This design comes from an exercise in tuning for small area on the open sky130 flow, not from production work. The RTL was checked by simulation tests, not by an equivalence proof against the original design.

## flow/design.v (module list and top-level ports; edited modules follow where they fit)
// module pipelined_cordic: 631 lines
// module fa1: 4 lines
// module ha1: 4 lines
module pipelined_cordic(
    input Clk, Rst,
    input signed [15:0] x_in, y_in,
    output signed [15:0] magnitude,
    output signed [15:0] angle
);
  // ...
==> flow/flow/run.sh <==
#!/bin/bash
# Standard layout; the port buffers use the smallest buffer cell and the
# clock tree is built without dummy loads.
set -euo pipefail
export BUFFER_PORTS_ARGS="-buffer_cell sky130_fd_sc_hd__buf_1"
export CTS_ARGS="-sink_clustering_enable -repair_clock_nets -sink_clustering_size 11 -sink_clustering_max_diameter 45 -buf_list sky130_fd_sc_hd__clkbuf_4 -dont_use_dummy_load"
bash standard.sh > standard.log 2>&1
==> flow/standard.sh <==
#!/bin/bash
# synth_recipe.tcl (not shown) runs the flow's synth.tcl, then flattens the netlist and writes it again
# the make line also repeats each setting of config.mk as NAME=value (left out here)
make -C /OpenROAD-flow-scripts/flow DESIGN_CONFIG=/design/flow/config.mk WORK_HOME=/design/flow/orfs CLKGATE_MAP_FILE= SYNTH_SCRIPT=/design/flow/synth_recipe.tcl "${@:-finish}"
==> flow/config.mk <==
export PLATFORM = sky130hd
export DESIGN_NAME = pipelined_cordic
export DESIGN_NICKNAME = pipelined_cordic
export VERILOG_FILES = /design/flow/design.v
export SDC_FILE = /design/flow/constraint.sdc
export NUM_CORES = 4
export LEC_CHECK = 0
export CAP_MARGIN = 20
export CORE_MARGIN = 2
export CORE_UTILIZATION = 55
export PLACE_DENSITY = 0.7
export SLEW_MARGIN = 20
export SYNTH_HIERARCHICAL = 1
export SYNTH_MINIMUM_KEEP_SIZE = 0
==> flow/constraint.sdc <==
create_clock -name core_clock -period 4.5 [get_ports {Clk}]
set_input_delay 0.9000 -clock core_clock [delete_from_list [all_inputs] [get_ports {Clk}]]
set_output_delay 0.9000 -clock core_clock [all_outputs]
set_load 0.01 [all_outputs]
==> impl_metrics.env, run 1 <==
export IMPL_largestRegisters="ang_r: 16 flops, y1: 16 flops"
export IMPL_cp_common_cell="fa_1"
export IMPL_met2_length_mm=13.39
export IMPL_nonClkBufAreaFrac=0.01966
export IMPL_core_rowCount=69
export IMPL_wire_per_inst_um=13.15
export IMPL_startpoint="s15$_DFF_P_"
export IMPL_crit_chain="inv_1 > fa_1 > inv_1 > fa_1 > fa_1 > inv_1 > fa_1 > inv_1 > fa_1 > fa_2 > fa_1 > ha_1 > ha_1 > and4_4 > nand4_1 > xor2_1 > nor2_1"
export IMPL_synth_simple_area_share=0.03119
export IMPL_r2r_end="mag_r[14]$_DFF_PP0_"
export IMPL_synth_async_sr_flop_share=0.06475
export IMPL_top_layer="met4"
export IMPL_regArea_sq_mm=0.01132
export IMPL_syn2layout_area_growth_pct=6.716
export IMPL_die_h_um=194.0
export IMPL_cp_top_family="adder cells"
export IMPL_grt_use_met2=0.2723
export IMPL_core_area_sq_mm=0.03557
export IMPL_met3_usage=0.02853
export IMPL_final_cells=1953
export IMPL_netlist_area_leader_share=0.5242
export IMPL_cp_num_buf_inv=4
export IMPL_nNetsFinal=1810
export IMPL_avgSynthCellArea_sq_um=14.37
export IMPL_drt_pass1_iter_count=4
export IMPL_synth_area_leaders="dfxtp_1, fa_1, xnor2_1, ha_1, dfrtp_1"
export IMPL_finClkSkew_ns=0.08420
export IMPL_reg2regPathDepth=17
export IMPL_synth_fa_ha_area_frac=0.2524
export IMPL_post_route_period_util=0.9594
export IMPL_required_ns=5.16
export IMPL_dp_hpwl_mm=19.86
export IMPL_path_depth=17
export IMPL_status="complete, no violations"
export IMPL_cap_violations=0
export IMPL_reg2reg_from="s15$_DFF_P_"
export IMPL_grt_max_degree=37
export IMPL_ys_ff_latch=556
export IMPL_numCtsBuffers=58
export IMPL_worst_pin_slew_ns=0.6878
==> run 2: changes to the inputs <==
--- a/flow/config.mk
+++ b/flow/config.mk
@@ -8,6 +8,6 @@
 export CAP_MARGIN = 20
 export CORE_MARGIN = 2
-export CORE_UTILIZATION = 55
-export PLACE_DENSITY = 0.7
+export CORE_UTILIZATION = 60
+export PLACE_DENSITY = 0.75
 export SLEW_MARGIN = 20
 export SYNTH_HIERARCHICAL = 1
==> run 2 against run 1 <==
Effect of this change: still clean; synthesized area is the same; global-route usage grew 1.5 points; register-to-register slack lost 0.04 ns; die area shrank 8.2%; flip-flop and latch count is the same; clock skew shrank 0.0089 ns; sequential share of layout area grew 0.14 points; critical path type unchanged; critical endpoint is now y6[10]$_DFF_P_; largest cell class unchanged; highest routed layer unchanged.
==> impl_metrics.env, run 2 <==
export IMPL_synth_xor_area_frac=0.09992
export IMPL_cts_root_buffer="clkbuf_4"
export IMPL_hp_class="input port to async pin"
export IMPL_synth_edf_count=0
export IMPL_post_route_period_util=0.9683
export IMPL_required_ns=5.05
export IMPL_synth_area_leaders="dfxtp_1, fa_1, xnor2_1, ha_1, dfrtp_1"
export IMPL_io_pin_count=66
export IMPL_startpoint_type="flop"
export IMPL_status="complete, no violations"
export IMPL_synth_simple_area_share=0.03119
export IMPL_nNetsFinal=1808
export IMPL_layout_commonest_cell="dfxtp_1"
export IMPL_multi_input_area_sq_mm=0.008044
export IMPL_numCtsBuffers=58
export IMPL_initial_core_util=0.6104
export IMPL_netlist_area_leader_share=0.5242
export IMPL_core_area_sq_mm=0.03254
export IMPL_cts_hold_buffers=0
export IMPL_postPlaceCellArea_sq_mm=0.02063
export IMPL_wire_per_inst_um=13.34
export IMPL_cap_violations=0
export IMPL_largestRegisters="ang_r: 16 flops, y1: 16 flops"
export IMPL_design_area_sq_mm=0.02114
export IMPL_antenna_found_initial=1
export IMPL_die_x_um=185.9
export IMPL_fill_cells=2420
export IMPL_final_util=0.6499
export IMPL_finClkSkew_ns=0.07534
export IMPL_totalWireLength_mm=25.76
export IMPL_synth_most_common_cell="dfxtp_1"
export IMPL_regArea_sq_mm=0.01132
export IMPL_setup_viol=0
export IMPL_grt_first_pass_wirelength_mm=45.30
export IMPL_drt_initial_drc_count=355
export IMPL_slew_violations=0
export IMPL_synth_top_family_by_area="adder cells"
export IMPL_dieArea_sq_mm=0.03457
export IMPL_cts_tree="done"
export IMPL_dp_hpwl_mm=19.94
export IMPL_overflow=0
export IMPL_clkLatencyLatePin_ns=0.72
export IMPL_fin_tns_setup_ns=0
export IMPL_ys_warn_count=7
export IMPL_slew_headroom=0.5406
export IMPL_synthTopCellsByCount="dfxtp_1, fa_1, xnor2_1, inv_1, ha_1"
export IMPL_place_congestion=0.8631
export IMPL_ant_nets=0
export IMPL_grt_pass1_vias=10050
export IMPL_cts_sinks=556
export IMPL_critPathKind="flop to flop"
export IMPL_fmax_ghz=0.2295
export IMPL_ys_types=47
export IMPL_syn2layout_area_growth_pct=6.470
export IMPL_final_cell_mix="dfxtp_1, fa_1, xnor2_1"
export IMPL_num_vias=9218
export IMPL_clk_pin_slew_worst_paths_ns=0.11
export IMPL_viasPerCell=4.771
export IMPL_grtUsageTotal=0.1651
export IMPL_synthFlopType="dfxtp_1"
export IMPL_ys_ff_latch=556
export IMPL_synthMuxAreaShare=0.001071
export IMPL_worst_path_max_fanout=3
export IMPL_syn_inst=1382
export IMPL_worst_pin_slew_ns=0.6884
export IMPL_synth_compound_area_frac=0.01758
export IMPL_min_period_ns=4.357
export IMPL_drive_gt1_frac=0.07186
export IMPL_timing_hold_ws_ns=0.2235
export IMPL_core_rowCount=66
export IMPL_die_h_um=185.9
export IMPL_synth_largest_area_cell="dfxtp_1"
export IMPL_arrival_ns=4.91
export IMPL_cp_end_kind="flop"
export IMPL_finalHoldViolations=0
export IMPL_yosysSeqAreaShare=0.5696
export IMPL_drc=0
export IMPL_synth_async_sr_flop_share=0.06475
export IMPL_avgSynthCellArea_sq_um=14.37
export IMPL_io_buffers=63
export IMPL_drt_pass1_iter_count=5
export IMPL_cts_max_level=2
export IMPL_grt_max_degree=37
export IMPL_clock_path_buffers=3
export IMPL_synth_fa_ha_area_frac=0.2524
export IMPL_syn_area_sq_mm=0.01986
[run 2: area by class of cell]
type	count	area share
flip-flops and latches	556	0.5356
multi-input cells	688	0.3804
well taps	442	0.02616
clock buffers	58	0.02059
repair buffers	85	0.01900
inverters	102	0.01811
diodes	1	0.0001184
[run 2: metal layers]
| metal | GRT usage | part of all wire |
|---|---|---|
| met4 | 0.05165 | 0.026 |
| met3 | 0.03091 | 0.040 |
| met5 | 0 | 0 |
| met1 | 0.1882 | 0.41 |
| met2 | 0.3114 | 0.53 |
[run 2: metrics by stage]
step                std cells  worst slack, ns
floorplan                1383         0.001394
global placement         1871          0.07426
detailed placement       1871         -0.03186
CTS                      1929         0.006334
global route             1932         -0.02194
finish                   1932           0.1428
[run 2: worst paths after layout]
kind | endpoint | start | slack (ns) | cells after the start
max reg2reg | y6[10]$_DFF_P_ | y5[11]$_DFF_P_ | 0.14 | 12
min in group core_clock | x10[5]$_DFF_P_ | x9[5]$_DFF_P_ | 0.28 | 0
min reg2reg | x10[5]$_DFF_P_ | x9[5]$_DFF_P_ | 0.28 | 0
max in group asynchronous | ang_r[13]$_DFF_PP0_ | Rst | 3.94 | 3
max | y6[10]$_DFF_P_ | y5[11]$_DFF_P_ | 0.14 | 12
min | mag_r[0]$_DFF_PP0_ | Rst | 0.22 | 3
[run 2: kinds of logic (layout without fill, tap and decap cells)]
family                   after synthesis  count (layout)
multiplexers                           2               2
AND/OR/NAND/NOR                      121             121
adder cells (fa/ha/maj)              283             283
AO/OA/AOI/OAI                         55              55
XOR/XNOR                             225             225
flip-flops                           556             556
buffers and inverters                139             245
other                                  1               3
[run 2: timing repair]
item | in CTS | in global routing
buffers inserted | 0 | 2
endpoints found under the setup margin | 8 | 24
pin swaps | 0 | 6
resized for setup | 5 | 21
[run 2: per-module statistics from Yosys (local to each module, per instance)]
module / times used / cell area [sq um] / cells / flip-flops and latches
fa1: 188 / 20.02 / 1 / 0
ha1: 73 / 12.51 / 1 / 0
pipelined_cordic: 1 / 15180 / 1121 / 556
[run 2: worst max-delay path, stage by stage, from the launching register on]
cell	delay, ns
dfxtp_2	0.36
xnor2_1	0.13
ha_1	0.21
fa_1	0.39
fa_2	0.35
fa_2	0.35
fa_1	0.38
fa_1	0.38
fa_1	0.39
fa_1	0.39
fa_1	0.39
fa_1	0.39
xnor2_1	0.13
==> run 3: changes to the inputs <==
--- a/flow/config.mk
+++ b/flow/config.mk
@@ -8,6 +8,6 @@
 export CAP_MARGIN = 20
 export CORE_MARGIN = 2
-export CORE_UTILIZATION = 60
-export PLACE_DENSITY = 0.75
+export CORE_UTILIZATION = 65
+export PLACE_DENSITY = 0.8
 export SLEW_MARGIN = 20
 export SYNTH_HIERARCHICAL = 1
==> run 3 against run 2 <==
Effect of this change: first-iteration DRC count decreased by 9.6%; core utilization grew 5.7 points; setup slack improved by 0.0034 ns; largest cell class unchanged.
==> impl_metrics.env, run 3 <==
export IMPL_status="complete, no violations"
export IMPL_hp_class="input port to async pin"
export IMPL_layout_commonest_cell="dfxtp_1"
export IMPL_arrival_ns=4.90
export IMPL_io_buffers=63
export IMPL_drt_initial_drc_count=321
export IMPL_yosysSeqAreaShare=0.5696
export IMPL_critPathKind="flop to flop"
export IMPL_dieArea_sq_mm=0.03197
export IMPL_grt_pass1_vias=10425
export IMPL_min_period_ns=4.354
export IMPL_cts_root_buffer="clkbuf_4"
export IMPL_slew_headroom=0.5291
export IMPL_post_route_period_util=0.9675
export IMPL_ys_ff_latch=556
export IMPL_netlist_area_leader_share=0.5242
export IMPL_clkLatencyLatePin_ns=0.71
export IMPL_cap_violations=0
export IMPL_place_congestion=0.9192
export IMPL_critPathMaxStageDelay_ns=0.39
export IMPL_die_h_um=178.8
export IMPL_synthMuxAreaShare=0.001071
export IMPL_rsz0062_at_grt="true"
export IMPL_slew_violations=0
export IMPL_setup_viol=0
export IMPL_synth_simple_area_share=0.03119
export IMPL_antenna_found_initial=1
export IMPL_core_area_sq_mm=0.02987
export IMPL_drc=0
export IMPL_wire_per_inst_um=14.34
export IMPL_overflow=0
export IMPL_cts_sinks=556
export IMPL_synth_fa_ha_area_frac=0.2524
export IMPL_ys_warn_count=7
export IMPL_finalHoldViolations=0
export IMPL_core_rowCount=63
export IMPL_cts_tree="done"
export IMPL_worst_path_max_fanout=3
export IMPL_dp_hpwl_mm=20.87
export IMPL_synth_async_sr_flop_share=0.06475
export IMPL_finClkSkew_ns=0.08849
export IMPL_drt_pass1_iter_count=5
export IMPL_die_x_um=178.8
export IMPL_cp_end_kind="flop"
export IMPL_dp_cells=1819
export IMPL_synth_most_common_cell="dfxtp_1"
export IMPL_grt_first_pass_wirelength_mm=47.69
export IMPL_numCtsBuffers=58
export IMPL_totalWireLength_mm=26.94
export IMPL_crit_chain="xnor2_1 > ha_1 > fa_1 > fa_1 > fa_1 > fa_2 > fa_1 > fa_1 > fa_1 > fa_1 > fa_1 > xnor2_1"
export IMPL_clock_path_buffers=3
export IMPL_syn2layout_area_growth_pct=6.262
export IMPL_io_pin_count=66
export IMPL_timing_hold_ws_ns=0.2230
export IMPL_synthFlopType="dfxtp_1"
export IMPL_num_vias=9320
export IMPL_synth_largest_area_cell="dfxtp_1"
export IMPL_avgSynthCellArea_sq_um=14.37
export IMPL_syn_inst=1382
export IMPL_startpoint_type="flop"
export IMPL_grt_max_degree=37
export IMPL_synth_area_leaders="dfxtp_1, fa_1, xnor2_1, ha_1, dfrtp_1"
export IMPL_final_cells=1879
export IMPL_drive_gt1_frac=0.07325
export IMPL_crit_slowest_cell="fa_1"
export IMPL_required_ns=5.05
export IMPL_cts_max_level=2
export IMPL_synth_top_family_by_area="adder cells"
export IMPL_ant_nets=0
export IMPL_cp_common_cell="fa_1"
export IMPL_synth_edf_count=0
export IMPL_clk_pin_slew_worst_paths_ns=0.11
export IMPL_ys_types=47
export IMPL_syn_area_sq_mm=0.01986
export IMPL_final_cell_mix="dfxtp_1, fa_1, xnor2_1"
export IMPL_viasPerCell=4.960
export IMPL_initial_core_util=0.6647
export IMPL_worst_pin_slew_ns=0.7055
export IMPL_synth_compound_area_frac=0.01758
export IMPL_grtUsageTotal=0.1889
export IMPL_nNetsFinal=1807
export IMPL_largestRegisters="ang_r: 16 flops, y1: 16 flops"
export IMPL_synthTopCellsByCount="dfxtp_1, fa_1, xnor2_1, inv_1, ha_1"
export IMPL_fmax_ghz=0.2297
export IMPL_cts_hold_buffers=0
export IMPL_synth_xor_area_frac=0.09992
run 3: what timing repair did:
action                                  CTS  global route
pin swaps                                 0             3
setup buffers                             0             1
gates resized for setup                   7            23
endpoints found under the setup margin    7            24
run 3: modules after synthesis (local to each module, per instance):
| module | flops+latches | cells inside | area [sq um] | copies in the design |
|---|---|---|---|---|
| pipelined_cordic | 556 | 1121 | 15180 | 1 |
| fa1 | 0 | 1 | 20.02 | 188 |
| ha1 | 0 | 1 | 12.51 | 73 |
run 3: per-layer routing:
metal | up-vias | global-route usage | part of all wire
met5 | - | 0 | 0
met4 | 0 | 0.05860 | 0.021
met3 | 53 | 0.02905 | 0.036
met2 | 167 | 0.3529 | 0.54
met1 | 4593 | 0.2226 | 0.41
li1 | 4507 | - | -
run 3: worst max-delay path, delay by kind of cell (launching register included):
family | cells | cell delay, ns
flops | 1 | 0.35
fa+ha+maj | 10 | 3.65
xor+xnor | 2 | 0.26
run 3: cell families (layout without fill, tap and decap cells):
| logic type | count (synthesis) | after routing |
|---|---|---|
| AOI/OAI and AO/OA | 55 | 55 |
| xor gates and xnor gates | 225 | 225 |
| adders and majority gates | 283 | 283 |
| buffers and inverters | 139 | 244 |
| DFF | 556 | 556 |
| muxes | 2 | 2 |
| other | 1 | 3 |
| and+or+nand+nor | 121 | 121 |
run 3: worst paths after layout:
path                                 from  slack [ns]  depth (start not counted)                   to
max                        y5[11]$_DFF_P_        0.15                         12       y6[10]$_DFF_P_
min                                   Rst        0.22                          3   mag_r[5]$_DFF_PP0_
max reg2reg                y5[11]$_DFF_P_        0.15                         12       y6[10]$_DFF_P_
min reg2reg                 x7[2]$_DFF_P_        0.27                          0        x8[2]$_DFF_P_
max in group asynchronous             Rst        3.93                          3  mag_r[13]$_DFF_PP0_
min in group core_clock           x_in[7]        0.27                          1        xh[0]$_DFF_P_
run 3: metrics by stage:
step,setup slack (ns),utilization,instance area (sq um),TNS [ns]
CTS,0.003275,0.7036,21020,0
detailed placement,-0.002615,0.6883,20560,-0.002615
global placement,0.08149,0.6883,20560,0
global route,-0.06425,0.7064,21100,-0.1132
floorplan,0.001394,-,19870,0
finish,0.1462,0.7064,21100,0
run 3: final cells by class:
| class | count | area [sq um] |
|---|---|---|
| Fill cell | 1980 | 8772 |
| Sequential cell | 556 | 11320 |
| Antenna cell | 1 | 2.502 |
| Inverter | 102 | 382.9 |
| Timing Repair Buffer | 84 | 397.9 |
| Multi-Input combinational cell | 688 | 8075 |
| Clock buffer | 58 | 435.4 |
| Tap cell | 390 | 488.0 |

static timing again, ports no longer ideal:
How much do the figures lean on ideal ports? The routed layouts below were timed once more, with nothing changed but the port constraints. Step 1 assumes that a clkbuf_16 drives the clock port and a buf_2 every other input. Step 2, shift: input delay + t, output delay - t, t = (earliest + latest rising clock arrival at the registers) / 2. This alone moves slack from input paths to output paths. a / b / c = ideal / step 1 / step 2; a / b = the first two.
run | t, ns | slack for setup (ns) | worst hold slack (ns) | slew at the worst register clock pin (ns) | worst slew at a driven data input, ns
run 1 | 0.793 | 0.183 / 0.183 / 0.183 | 0.142 / 0.120 / 0.284 | 0.11 / 0.11 | 0.03
run 2 | 0.730 | 0.143 / 0.143 / 0.143 | 0.224 / 0.200 / 0.277 | 0.11 / 0.11 | 0.03
run 3 | 0.719 | 0.146 / 0.146 / 0.146 | 0.223 / 0.200 / 0.271 | 0.11 / 0.11 | 0.03
After both steps every run listed still meets setup and hold.
